Background: an optimization exercise with open tools, aiming at small area and a short achievable clock period. Do not read the settings as production practice. The RTL was checked by simulation tests, not by an equivalence proof against the original design. The clock port is modelled as an ideal driver; clocking choices that lean on that would not hold on a real chip. Power figures rest on the tool's default switching activity, not on a simulated workload.

==> xenon <==
// fairArb
module fairArb (
	input  logic [15:0] bids,
	output logic [15:0] wins,
	input  logic        get_next_win,
	input  logic        clk,
	input  logic        rst
);
==> module fairArb, before the edit <==
module fairArb (
	input  logic [15:0] bids,
	output logic [15:0] wins,
	input  logic        get_next_win,
	input  logic        clk,
	input  logic        rst
);
	logic [3:0]  p;
	logic        a, b;
	logic [15:0] m;       
	logic [15:0] bm;      
	logic [15:0] g;       
	logic [3:0]  pn;      
	always_comb begin
		for (int i = 0; i < 16; i++)
			m[i] = (i[3:0] >= p);
	end
	assign bm = bids & m;
	assign g  = (|bm) ? (bm & (~bm + 16'd1)) : (bids & (~bids + 16'd1));
	always_comb begin
		pn = 4'd0;
		for (int i = 0; i < 16; i++)
			if (g[i]) pn = pn | (i[3:0] + 4'd1);
		if (g == 16'd0) pn = 4'd1;
	end
	always_ff @(posedge clk) begin
		if (~rst) begin
			wins <= 16'd0;
			p    <= 4'd0;
			a    <= 1'b0;
			b    <= 1'b0;
		end else begin
			wins <= g;
			a    <= 1'b1;
			b    <= a;
			if ((a & ~b) | (b & get_next_win & (|bids)))
				p <= pn;
		end
	end
endmodule
Settings: LEC_CHECK=0, CAP_MARGIN=20, CORE_MARGIN=2, CORE_UTILIZATION=40, SLEW_MARGIN=20; clock period 4.0 ns.
standard.sh (not shown) runs the stock make flow with config.mk's settings and CLKGATE_MAP_FILE= SYNTH_SCRIPT=/design/flow/synth_recipe.tcl, a recipe that flattens the netlist after the stock synthesis.
==> flow/flow/run.sh <==
#!/bin/bash
# Layout flow: the standard synthesis unchanged, then the standard ORFS
# steps with buf_2 port buffers and the timing-repair settings in vars.sh.
set -euo pipefail
here=$(cd "$(dirname "$0")" && pwd)
source "$here/vars.sh"
bash standard.sh synth > synth.log 2>&1
bash standard.sh "${EXTRA[@]}" finish > layout.log 2>&1
==> flow/flow/vars.sh <==
EXTRA=(BUFFER_PORTS_ARGS="-buffer_cell sky130_fd_sc_hd__buf_2" SETUP_SLACK_MARGIN=2.4 SETUP_MOVE_SEQUENCE=sizeup,swap SKIP_GATE_CLONING=1)
==> violet (differences from xenon) <==
--- a/flow/design.v
+++ b/flow/design.v
@@ -18,3 +18,6 @@
 	assign bm = bids & m;
-	assign g  = (|bm) ? (bm & (~bm + 16'd1)) : (bids & (~bids + 16'd1));
+	logic [31:0] dv, dg;
+	assign dv = {bids, bm};
+	assign dg = dv & (~dv + 32'd1);
+	assign g  = dg[15:0] | dg[31:16];
 	always_comb begin
==> flow/flow/run.sh (replaced) <==
#!/bin/bash
set -euo pipefail
here=$(cd "$(dirname "$0")" && pwd)
source "$here/vars.sh"
bash standard.sh synth > synth.log 2>&1
bash standard.sh "${EXTRA[@]}" PRE_DETAIL_PLACE_TCL="$here/size.tcl" POST_CTS_TCL="$here/size_cts.tcl" finish > layout.log 2>&1
==> flow/flow/size.tcl (new file) <==
source $::env(PLATFORM_DIR)/setRC.tcl
set ::size_stage [expr {[info exists ::env(SIZE_STAGE)] ? $::env(SIZE_STAGE) : "place"}]
set ::size_per [get_property [get_clocks core_clock] period]
set ::size_in [delete_from_list [all_inputs] [get_ports clk]]
set ::size_dly [expr {0.2 * $::size_per}]
if {$::size_stage eq "cts"} {
  set_propagated_clock [all_clocks]
} else {
  set ::size_lat [expr {[info exists ::env(SIZE_CLK_LATENCY)] ? $::env(SIZE_CLK_LATENCY) : 0.26}]
  set_input_delay [expr {$::size_dly - $::size_lat}] -clock core_clock $::size_in
  set_output_delay [expr {$::size_dly + $::size_lat}] -clock core_clock [all_outputs]
}
estimate_parasitics -placement
sta::make_equiv_cells [get_libs *]

# the period is a soft maximum over all endpoints, so that paths close to the
# worst one also count and ties between near-critical paths do not stall it
proc size_obj {} {
  estimate_parasitics -placement
  set k $::size_k
  set sum 0.0
  foreach p $::size_eps {
    set d [expr {$::size_per - [get_property $p slack_max]}]
    set sum [expr {$sum + exp($k * ($d - 2.0))}]
  }
  set ps [expr {2.0 + log($sum) / $k}]
  return [expr {log([rsz::design_area]) + log($ps)}]
}
set ::size_k [expr {[info exists ::env(SIZE_K)] ? $::env(SIZE_K) : 25.0}]
set ::size_eps [concat [all_registers -data_pins] [all_outputs]]

set cands {}
foreach inst [get_cells *] {
  set ref [get_property $inst ref_name]
  set name [get_full_name $inst]
  if {[string match "*tapvpwrvgnd*" $ref] || [string match "*fill*" $ref] || [string match "*conb*" $ref]} { continue }
  if {[string match "clkbuf_*" $name] || [string match "clkload*" $name] || [string match "clkinv*" $name]} { continue }
  set lc [get_lib_cells $ref]
  set alts {}
  foreach c [sta::find_equiv_cells $lc] {
    set n [get_name $c]
    if {[string match "*lpflow*" $n] || [string match "*probe*" $n]} { continue }
    lappend alts $n
  }
  if {[llength $alts] > 1} { lappend cands [list $inst $alts] }
}
set best [size_obj]
puts "size($::size_stage): start obj [format %.5f $best] ws [worst_slack -max] area [expr {[rsz::design_area]*1e12}] cands [llength $cands]"
set maxpass [expr {[info exists ::env(SIZE_PASSES)] ? $::env(SIZE_PASSES) : 10}]
for {set pass 0} {$pass < $maxpass} {incr pass} {
  set changed 0
  foreach c $cands {
    lassign $c inst alts
    set cur [get_property $inst ref_name]
    set pick $cur
    foreach n $alts {
      if {$n eq $cur} { continue }
      replace_cell $inst $n
      set o [size_obj]
      if {$o < $best - 1e-7} { set best $o; set pick $n }
    }
    if {[get_property $inst ref_name] ne $pick} { replace_cell $inst $pick }
    if {$pick ne $cur} { incr changed }
  }
  set best [size_obj]
  puts "size($::size_stage): pass $pass changed $changed obj [format %.5f $best] ws [worst_slack -max] area [expr {[rsz::design_area]*1e12}]"
  if {$changed == 0} { break }
}
if {$::size_stage eq "cts"} {
  detailed_placement
  check_placement -verbose
  estimate_parasitics -placement
  puts "size($::size_stage): legalised ws [worst_slack -max] hold [worst_slack -min]"
} else {
  set_input_delay $::size_dly -clock core_clock $::size_in
  set_output_delay $::size_dly -clock core_clock [all_outputs]
  estimate_parasitics -placement
}
==> flow/flow/size_cts.tcl (new file) <==
# second sizing pass, after clock tree synthesis (see size.tcl)
set ::env(SIZE_STAGE) cts
source [file join [file dirname [info script]] size.tcl]
==> flow/flow/vars.sh (replaced) <==
EXTRA=(BUFFER_PORTS_ARGS="-buffer_cell sky130_fd_sc_hd__buf_2" CTS_ARGS="-sink_clustering_enable -repair_clock_nets -dont_use_dummy_load")
- ABC_AREA: not set -> 1
- CORE_UTILIZATION: 40 -> 65
- PLACE_DENSITY: not set -> 0.8
==> amber (differences from xenon) <==
==> flow/flow/vars.sh (replaced) <==
EXTRA=(BUFFER_PORTS_ARGS="-buffer_cell sky130_fd_sc_hd__buf_2" MATCH_CELL_FOOTPRINT=0 SETUP_SLACK_MARGIN=2.3)
==> run notes <==
run status = complete, no violations
footprint of the multi-input gates = 1389 sq um
data arrival time at the worst-slack endpoint = 2.59 ns
final wirelength = 5.240 mm
area of the mapped netlist = 1521 sq um
Chip Width = 65.68 um
Power Internal = 0.0004264 W
slack of the critical path = 1.584 ns
All-Layer GR Usage = 0.2461
final weighted congestion in routability-driven placement = 0.9042
Source of the figures above: amber

==> run notes <==
area of the mapped netlist = 1521 sq um
data arrival time at the worst-slack endpoint = 2.90 ns
final wirelength = 4.506 mm
All-Layer GR Usage = 0.2199
Power Internal = 0.0003853 W
footprint of the multi-input gates = 1235 sq um
power in sequential cells = 0.000259 W
run status = complete, no violations
final weighted congestion in routability-driven placement = 0.9042
kind of critical path = in2reg
most common cell after layout, fill and taps aside = sky130_fd_sc_hd__buf_2
leading cell types in the layout, fill and taps excluded = sky130_fd_sc_hd__buf_2 (30), sky130_fd_sc_hd__nor2_1 (22), sky130_fd_sc_hd__dfxtp_1 (18)
Source of the figures above: xenon

==> run notes <==
data arrival time at the worst-slack endpoint = 2.22 ns
Hold Path Origin = a$_DFF_P_
final weighted congestion in routability-driven placement = 1.083
All-Layer GR Usage = 0.3701
final wirelength = 4.843 mm
Chip Width = 53.95 um
run status = complete, no violations
transition time of the tightest slew-check pin = 0.4948 ns
cell with the biggest individual delay on the critical path = sky130_fd_sc_hd__dfxtp_1
area of the mapped netlist = 1622 sq um
slack of the critical path = 1.990 ns
Setup Total Neg Slack = 0 ns
Source of the figures above: violet



==> run P: inputs <==
Starting RTL as in the previous note.
// fairArb
module fairArb (
	input  logic [15:0] bids,
	output logic [15:0] wins,
	input  logic        get_next_win,
	input  logic        clk,
	input  logic        rst
);
Settings: LEC_CHECK=0, CAP_MARGIN=20, CORE_MARGIN=2, CORE_UTILIZATION=40, SLEW_MARGIN=20; clock period 4.0 ns.
==> flow/flow/run.sh <==
#!/bin/bash
# Layout flow: the standard synthesis unchanged, then the standard ORFS
# steps with buf_2 port buffers and the timing-repair settings in vars.sh.
set -euo pipefail
here=$(cd "$(dirname "$0")" && pwd)
source "$here/vars.sh"
bash standard.sh synth > synth.log 2>&1
bash standard.sh "${EXTRA[@]}" finish > layout.log 2>&1
==> flow/flow/vars.sh <==
EXTRA=(BUFFER_PORTS_ARGS="-buffer_cell sky130_fd_sc_hd__buf_2")
==> run F: changes against run P <==
==> flow/run.sh (new file) <==
#!/bin/bash
# synth_recipe.tcl (not shown) runs the flow's synth.tcl, then flattens the netlist and writes it again
# the make line also repeats each setting of config.mk as NAME=value (left out here)
make -C /OpenROAD-flow-scripts/flow DESIGN_CONFIG=/design/flow/config.mk WORK_HOME=/design/flow/orfs CLKGATE_MAP_FILE= SYNTH_SCRIPT=/design/flow/synth_recipe.tcl finish
- ABC_CLOCK_PERIOD_IN_PS: unset -> 1500
- SETUP_SLACK_MARGIN: unset -> 2.2
removed: flow/flow/run.sh
removed: flow/flow/vars.sh
removed: flow/standard.sh
==> comparison <==
- Between run F and run P, the lower total power is in run P (gap about 34%, measured against run P).
- Against run F, the fmax of run P is lower by 16%.
- Against run P, the critical path depth of run F is higher by 6.
- Count of clock-buffer cells in the layout: run P is higher than run F (1).
- Synthesized area is the same in run F and run P.
- Against run F, the sequential power of run P is smaller by about 3%.
- Against run P, the design area of run F is higher by 54%.
==> figures <==
Maximum frequency from static timing analysis: run F 410 MHz; run P 346 MHz
Post-detailed-routing wire length: run F 6410 µm; run P 3970 µm
Via count of the first global-routing pass: run F 1929; run P 1288
Fraction of standard cell area that is sequential: run F 16.3%; run P 24.9%
Reported net switching power: run F 244 µW; run P 173 µW
Critical path type: run F primary input to flop; run P flop to flop
Fraction of final layout cells with drive strength greater than 1: run F 48.5%; run P 26.8%
Met2 Wirelength: run F 3140 µm; run P 1750 µm
DR iter-0 viols: run F 135; run P 136
Run status: run F complete, no violations; run P complete, no violations
Count of clock buffers in the final design: run F 3; run P 4
DP Area: run F 1960 µm²; run P 1710 µm²
CP endpoint: run F p[1]; run P p[0]
Power Dens Cells: run F 268 nW/µm²; run P 307 nW/µm²
Clock network area share: run F 2.62%; run P 3.12%

-- what the ideal ports hide --
Ports are ideal in the flow. The routed layouts listed here were re-timed in OpenROAD. Step 1 sets driving cells, clkbuf_16 on the clock port and buf_2 on the other inputs (assumed; they add their load-dependent delay and slew). Step 2 times the ports against the registers' clock, not the clock port: input delays grow and output delays shrink by t, the midpoint of the rising clock arrivals with the driver on. a / b / c = ideal ports / drivers / drivers and shift; a / b = the first two.
| run | t, ns | setup slack, ns | clock arrival spread, ns | worst slew at a driven data input, ns |
|---|---|---|---|---|
| xenon | 0.278 | 1.286 / 1.265 / 0.987 | 0.004 / 0.004 | 0.06 |
| violet | 0.328 | 1.990 / 1.990 / 1.690 | 0.006 / 0.006 | 0.03 |
| amber | 0.284 | 1.584 / 1.565 / 1.281 | 0.006 / 0.006 | 0.06 |
| run P | 0.283 | 1.110 / 1.110 / 0.975 | 0.000 / 0.001 | 0.03 |
| run F | 0.289 | 1.561 / 1.547 / 1.258 | 0.003 / 0.002 | 0.05 |
After both steps every run listed still meets setup and hold.
